Context: an optimization exercise on an open-source flow, tuned for small area. The choices shown serve that exercise and are no tape-out recipe.
Function was checked by simulation only, so behaviour that the tests miss may differ from the original.

==> inputs of indigo <==
// sort16_top
module sort16_top (
    input          clk,
    input          rst,
    input          i_valid,
    input  [511:0] x,
    output [511:0] y,
    output         o_valid
);
reg [3:0] vld;
always @(posedge clk or negedge rst)
    if (!rst) vld <= 0;
    else vld <= {vld[2:0], i_valid};
assign o_valid = vld[3];
wire [31:0] c1_0_1_lo, c1_0_1_hi;
cas32 #(.IN_INV(0), .OUT_INV(1)) c1_0_1 (.a(x[31:0]), .b(x[63:32]), .lo(c1_0_1_lo), .hi(c1_0_1_hi));
wire [31:0] c1_2_3_lo, c1_2_3_hi;
cas32 #(.IN_INV(0), .OUT_INV(1)) c1_2_3 (.a(x[95:64]), .b(x[127:96]), .lo(c1_2_3_lo), .hi(c1_2_3_hi));
wire [31:0] c1_4_5_lo, c1_4_5_hi;
cas32 #(.IN_INV(0), .OUT_INV(1)) c1_4_5 (.a(x[159:128]), .b(x[191:160]), .lo(c1_4_5_lo), .hi(c1_4_5_hi));
wire [31:0] c1_6_7_lo, c1_6_7_hi;
cas32 #(.IN_INV(0), .OUT_INV(1)) c1_6_7 (.a(x[223:192]), .b(x[255:224]), .lo(c1_6_7_lo), .hi(c1_6_7_hi));
wire [31:0] c1_8_9_lo, c1_8_9_hi;
cas32 #(.IN_INV(0), .OUT_INV(1)) c1_8_9 (.a(x[287:256]), .b(x[319:288]), .lo(c1_8_9_lo), .hi(c1_8_9_hi));
wire [31:0] c1_10_11_lo, c1_10_11_hi;
cas32 #(.IN_INV(0), .OUT_INV(1)) c1_10_11 (.a(x[351:320]), .b(x[383:352]), .lo(c1_10_11_lo), .hi(c1_10_11_hi));
wire [31:0] c1_12_13_lo, c1_12_13_hi;
cas32 #(.IN_INV(0), .OUT_INV(1)) c1_12_13 (.a(x[415:384]), .b(x[447:416]), .lo(c1_12_13_lo), .hi(c1_12_13_hi));
wire [31:0] c1_14_15_lo, c1_14_15_hi;
cas32 #(.IN_INV(0), .OUT_INV(1)) c1_14_15 (.a(x[479:448]), .b(x[511:480]), .lo(c1_14_15_lo), .hi(c1_14_15_hi));
wire [31:0] c2_0_2_lo, c2_0_2_hi;
cas32 #(.IN_INV(1), .OUT_INV(0)) c2_0_2 (.a(c1_0_1_lo), .b(c1_2_3_lo), .lo(c2_0_2_lo), .hi(c2_0_2_hi));
wire [31:0] c2_1_3_lo, c2_1_3_hi;
cas32 #(.IN_INV(1), .OUT_INV(0)) c2_1_3 (.a(c1_0_1_hi), .b(c1_2_3_hi), .lo(c2_1_3_lo), .hi(c2_1_3_hi));
wire [31:0] c2_4_6_lo, c2_4_6_hi;
cas32 #(.IN_INV(1), .OUT_INV(0)) c2_4_6 (.a(c1_4_5_lo), .b(c1_6_7_lo), .lo(c2_4_6_lo), .hi(c2_4_6_hi));
wire [31:0] c2_5_7_lo, c2_5_7_hi;
cas32 #(.IN_INV(1), .OUT_INV(0)) c2_5_7 (.a(c1_4_5_hi), .b(c1_6_7_hi), .lo(c2_5_7_lo), .hi(c2_5_7_hi));
wire [31:0] c2_8_10_lo, c2_8_10_hi;
cas32 #(.IN_INV(1), .OUT_INV(0)) c2_8_10 (.a(c1_8_9_lo), .b(c1_10_11_lo), .lo(c2_8_10_lo), .hi(c2_8_10_hi));
  ...
clock: 5.0 ns
lec_check: 0
abc_area: 1
cap_margin: 20
core_margin: 2
core_utilization: 45
cts_buf_list: sky130_fd_sc_hd__clkbuf_16
cts_cluster_diameter: 100
cts_cluster_size: 25
slew_margin: 20
standard.sh (not shown) runs the stock make flow with config.mk's settings and CLKGATE_MAP_FILE= SYNTH_SCRIPT=/design/flow/synth_recipe.tcl, a recipe that flattens the netlist after the stock synthesis.
==> flow/flow/run.sh <==
#!/bin/bash
# The standard ORFS layout (standard.sh) with two changes:
#  - synthesis uses flow/synth.tcl (the standard flow's script plus multiplexer pre-mapping),
#  - ports are buffered with the smallest plain buffer instead of a delay cell.
set -euo pipefail
here=$(pwd)
bash standard.sh \
  "SYNTH_SCRIPT=$here/flow/synth.tcl" \
  "BUFFER_PORTS_ARGS=-buffer_cell sky130_fd_sc_hd__buf_1" \
  finish > "$here/standard_flow.log" 2>&1
==> flow/flow/mux2_map.v <==
module \$_MUX_ (A, B, S, Y);
  input A, B, S;
  output Y;
  sky130_fd_sc_hd__mux2_1 _TECHMAP_REPLACE_ (.A0(A), .A1(B), .S(S), .X(Y));
endmodule
==> flow/flow/nmux32_map.v <==
module nmux32(A, B, S, Y);
  input [31:0] A, B;
  input S;
  output [31:0] Y;
  genvar i;
  generate for (i = 0; i < 32; i = i + 1) begin : m
    sky130_fd_sc_hd__mux2i_1 u (.A0(A[i]), .A1(B[i]), .S(S), .Y(Y[i]));
  end endgenerate
endmodule
==> flow/flow/nmux32_pat.v <==
module nmux32(A, B, S, Y);
  input [31:0] A, B;
  input S;
  output [31:0] Y;
  assign Y = ~(S ? B : A);
endmodule
==> flow/flow/synth.tcl <==
# The standard flow's synthesis script (synth_recipe.tcl) with one addition: the data
# multiplexers are mapped to 2:1 multiplexer cells before ABC maps the rest.
# A 32-bit multiplexer whose output is inverted becomes 32 mux2i cells (the RTL
# arranges for most compare-and-swap outputs to be inverted); the remaining
# 2:1 multiplexers become mux2 cells. Registers are untouched.
set flow_dir [file dirname [file normalize [info script]]]
proc synth {args} {
  global flow_dir
  if {[lsearch -exact $args "fine:"] >= 0} {
    yosys extract -map $flow_dir/nmux32_pat.v
    yosys techmap -map $flow_dir/nmux32_map.v
  }
  yosys synth -nofsm -noshare {*}$args
}
proc abc {args} {
  global flow_dir
  yosys techmap -map $flow_dir/mux2_map.v
  yosys abc {*}$args
}
source $::env(SCRIPTS_DIR)/synth.tcl
# left out here: clear keep_hierarchy, flatten, clean up, hide names made inside functions, write 1_2_yosys.v
==> inputs of violet, as changes to indigo <==
==> flow/flow/run.sh (replaced) <==
#!/bin/bash
# The standard ORFS layout (standard.sh) with three changes:
#  - synthesis uses flow/synth.tcl (the standard flow's script plus multiplexer pre-mapping),
#  - before the first global placement, flow/slice_place.tcl fixes the data pins
#    and pipeline registers in a bit-slice floorplan,
#  - ports are buffered with the smallest plain buffer instead of a delay cell.
set -euo pipefail
here=$(pwd)
export SLICE_CUTS="2 4 6 8"
export SLICE_FRACS="0.24 0.5 0.74 0.92"
bash standard.sh \
  "SYNTH_SCRIPT=$here/flow/synth.tcl" \
  "PRE_GLOBAL_PLACE_SKIP_IO_TCL=$here/flow/slice_place.tcl" \
  "BUFFER_PORTS_ARGS=-buffer_cell sky130_fd_sc_hd__buf_1" \
  finish > "$here/standard_flow.log" 2>&1
==> flow/flow/mux32_pat.v (new file) <==
module mux32(A, B, S, Y);
  input [31:0] A, B;
  input S;
  output [31:0] Y;
  assign Y = S ? B : A;
endmodule
==> flow/flow/oai_map.v (new file) <==
// Y = ~(S ? B : A) = ~((~S | B) & (S | A)): one o22ai per bit; ~S is left to ABC
module nmux32(A, B, S, Y);
  input [31:0] A, B;
  input S;
  output [31:0] Y;
  wire sn;
  assign sn = ~S;
  genvar i;
  generate for (i = 0; i < 32; i = i + 1) begin : m
    sky130_fd_sc_hd__o22ai_1 u (.A1(sn), .A2(B[i]), .B1(S), .B2(A[i]), .Y(Y[i]));
  end endgenerate
endmodule
// Y = S ? B : A = (~S | B) & (S | A): one o22a per bit; ~S is left to ABC
module mux32(A, B, S, Y);
  input [31:0] A, B;
  input S;
  output [31:0] Y;
  wire sn;
  assign sn = ~S;
  genvar i;
  generate for (i = 0; i < 32; i = i + 1) begin : m
    sky130_fd_sc_hd__o22a_1 u (.A1(sn), .A2(B[i]), .B1(S), .B2(A[i]), .X(Y[i]));
  end endgenerate
endmodule
==> flow/flow/slice_place.tcl (new file) <==
# Bit-slice floorplan: pins of data bit k of every value sit together on the left
# (x) and right (y) edges; the pipeline registers of bit k sit in the same
# horizontal band, in one column per register stage.  Everything else is left
# to global placement.
set block [ord::get_db_block]
set dbu [$block getDefUnits]
set core [$block getCoreArea]
set cx0 [$core xMin]; set cy0 [$core yMin]; set cx1 [$core xMax]; set cy1 [$core yMax]
set die [$block getDieArea]
set dx1 [$die xMax]; set dy1 [$die yMax]
set H [expr {$cy1 - $cy0}]; set W [expr {$cx1 - $cx0}]
set nb 32
# band of value bit b: ordered by key bit (key bit 0 is the sign bit 31)
proc band_of {b} { return [expr {($b + 1) % 32}] }
# ---- pins
foreach side {x y} {
  for {set b 0} {$b < 32} {incr b} {
    set j [band_of $b]
    for {set i 0} {$i < 16} {incr i} {
      set yy [expr {($cy0 + ($j + ($i + 0.5) / 16.0) * $H / $nb) / double($dbu)}]
      set xx [expr {$side eq "x" ? 0.0 : $dx1 / double($dbu)}]
      place_pin -pin_name "$side\[[expr {32 * $i + $b}]\]" -layer met3 -location [list $xx $yy] -pin_size {0.8 0.3} -force_to_die_boundary
    }
  }
}
# ---- rows and occupancy
set rows {}
foreach row [$block getRows] {
  set o [$row getOrigin]
  set site [$row getSite]
  lappend rows [list [lindex $o 0] [lindex $o 1] [$site getWidth] [$row getSiteCount]]
}
set rows [lsort -integer -index 1 $rows]
set rowh [expr {[lindex $rows 1 1] - [lindex $rows 0 1]}]
set sw [lindex $rows 0 2]
array unset ::slice_occ
array set ::slice_occ {}
foreach inst [$block getInsts] {
  if {[$inst isFixed]} {
    set bb [$inst getBBox]
    set r [expr {([$bb yMin] - [lindex $rows 0 1]) / $rowh}]
    for {set s [expr {([$bb xMin] - [lindex $rows 0 0]) / $sw}]} {$s < ([$bb xMax] - [lindex $rows 0 0] + $sw - 1) / $sw} {incr s} { set ::slice_occ($r,$s) 1 }
  }
}
proc find_slot {r s0 n} {
  upvar #0 slice_occ occ
  for {set d 0} {$d < 400} {incr d} {
    foreach s [list [expr {$s0 + $d}] [expr {$s0 - $d}]] {
      set ok 1
      for {set k 0} {$k < $n} {incr k} { if {[info exists occ($r,[expr {$s + $k}])]} { set ok 0; break } }
      if {$ok && $s >= 0} { for {set k 0} {$k < $n} {incr k} { set occ($r,[expr {$s + $k}]) 1 }; return $s }
    }
  }
  error "no slot"
}
# ---- register columns
set cuts $::env(SLICE_CUTS)
set fracs $::env(SLICE_FRACS)
set nreg 0
foreach inst [$block getInsts] {
  set nm [$inst getName]
  if {![regexp {^r(\d+)_(\d+)\\?\[(\d+)\\?\]} $nm -> c w b]} continue
  set ci [lsearch -exact $cuts $c]
  set f [lindex $fracs $ci]
  set j [band_of $b]
  set m [$inst getMaster]
  set n [expr {[$m getWidth] / $sw}]
  # 16 registers of a band: 4 rows x 4 columns around the column centre
  set rb [expr {int((($j + 0.5) * $H / $nb) / $rowh) - 2}]
  set r [expr {$rb + ($w / 4)}]
  if {$r < 0} {set r 0}
  if {$r >= [llength $rows]} {set r [expr {[llength $rows] - 1}]}
  set xc [expr {$cx0 + $f * $W}]
  set s0 [expr {int(($xc - [lindex $rows 0 0]) / $sw) + ($w % 4 - 2) * ($n + 1)}]
  set s [find_slot $r $s0 $n]
  set row [lindex $rows $r]
  $inst setOrient [expr {$r % 2 ? "MX" : "R0"}]
  $inst setLocation [expr {[lindex $row 0] + $s * $sw}] [lindex $row 1]
  set bb [$inst getBBox]
  if {[$bb yMin] != [lindex $row 1] || [$bb xMin] != [lindex $row 0] + $s * $sw} { error "slice_place: bad bbox for $nm" }
  $inst setPlacementStatus FIRM
  incr nreg
}
puts "slice_place: placed $nreg registers"
==> flow/flow/synth.tcl (replaced) <==
# The standard flow's synthesis script (synth_recipe.tcl) with one addition before Yosys's
# fine-grained synthesis: the 32-bit data multiplexers of the compare-and-swap
# cells are mapped to cells directly. A 32-bit multiplexer whose output is
# inverted becomes 32 o22ai cells (the RTL arranges for most compare-and-swap
# outputs to be inverted), a plain one 32 o22a cells; the inverted select
# is left to ABC, which maps the rest as usual. Registers are untouched.
set flow_dir [file dirname [file normalize [info script]]]
proc synth {args} {
  global flow_dir
  if {[lsearch -exact $args "fine:"] >= 0} {
    yosys extract -map $flow_dir/nmux32_pat.v
    yosys extract -map $flow_dir/mux32_pat.v
    yosys techmap -map $flow_dir/oai_map.v
  }
  yosys synth -nofsm -noshare {*}$args
}
source $::env(SCRIPTS_DIR)/synth.tcl
# left out here: clear keep_hierarchy, flatten, clean up, hide names made inside functions, write 1_2_yosys.v
removed: flow/flow/mux2_map.v
removed: flow/flow/nmux32_map.v
==> metrics.csv <==
metric,value,unit
status,no timing/DRC/antenna violations,
"slowest stage delay, CP",0.60,ns
Detailed Place HPWL,416000,um
most frequent cells in the layout,"mux2i_1 (3454), nand2_1 (3065), inv_1 (2252)",
Plain + repair buffers,2063,
Multi-input gate area,0.0693,sq mm
initial antenna violation count,78,
row count,188,
n_taps,3515,
HP Class,input pin to flip-flop,
Fillers,25558,
largest family of logic cells by synthesized area,multiplexers,
Worst Path Required,4.00,ns
"Data arrival, critical path",3.83,ns
Synth Area in Simple Gates,0.178,
(the above is from indigo)
==> metrics.csv <==
metric,value,unit
largest family of logic cells by synthesized area,compound AO/OA/AOI/OAI gates,
"slowest stage delay, CP",0.56,ns
initial antenna violation count,43,
"Data arrival, critical path",5.37,ns
layout check faults,antenna rules,
most frequent cells in the layout,"nand2_1 (3831), o22ai_1 (3714), inv_1 (2453)",
status,finished with violations,
ANT nets after route,1,
Multi-input gate area,0.0569,sq mm
(the above is from violet)

## static timing again, ports no longer ideal
Ports are ideal in the flow. The routed layouts listed here were re-timed in OpenROAD. Step 1 (the two cells are an assumption about what drives the block):
set clk [get_ports {clk}]
set_driving_cell -lib_cell sky130_fd_sc_hd__clkbuf_16 $clk
set_driving_cell -lib_cell sky130_fd_sc_hd__buf_2 [delete_from_list [all_inputs] $clk]
Step 2 adds t to the input delays and takes it off the output delays; t is the mean of the earliest and latest rising clock arrival at the registers after step 1. Input paths then give back, and output paths get back, about the clock's delay inside the block. Three values: ideal, step 1, step 2; two values: the first two.
run | t, ns | slack for setup (ns) | worst hold slack (ns) | worst setup path at the end
indigo | 0.910 | 0.167 / 0.071 / -0.472 | 0.279 / 0.204 / 0.321 | input to register
violet | 0.819 | 0.214 / 0.214 / -0.154 | 0.056 / -0.002 / 0.356 | input to register
For indigo, which loses most, drivers alone change the setup slack by -0.096 ns; drivers and shift together by -0.639 ns.
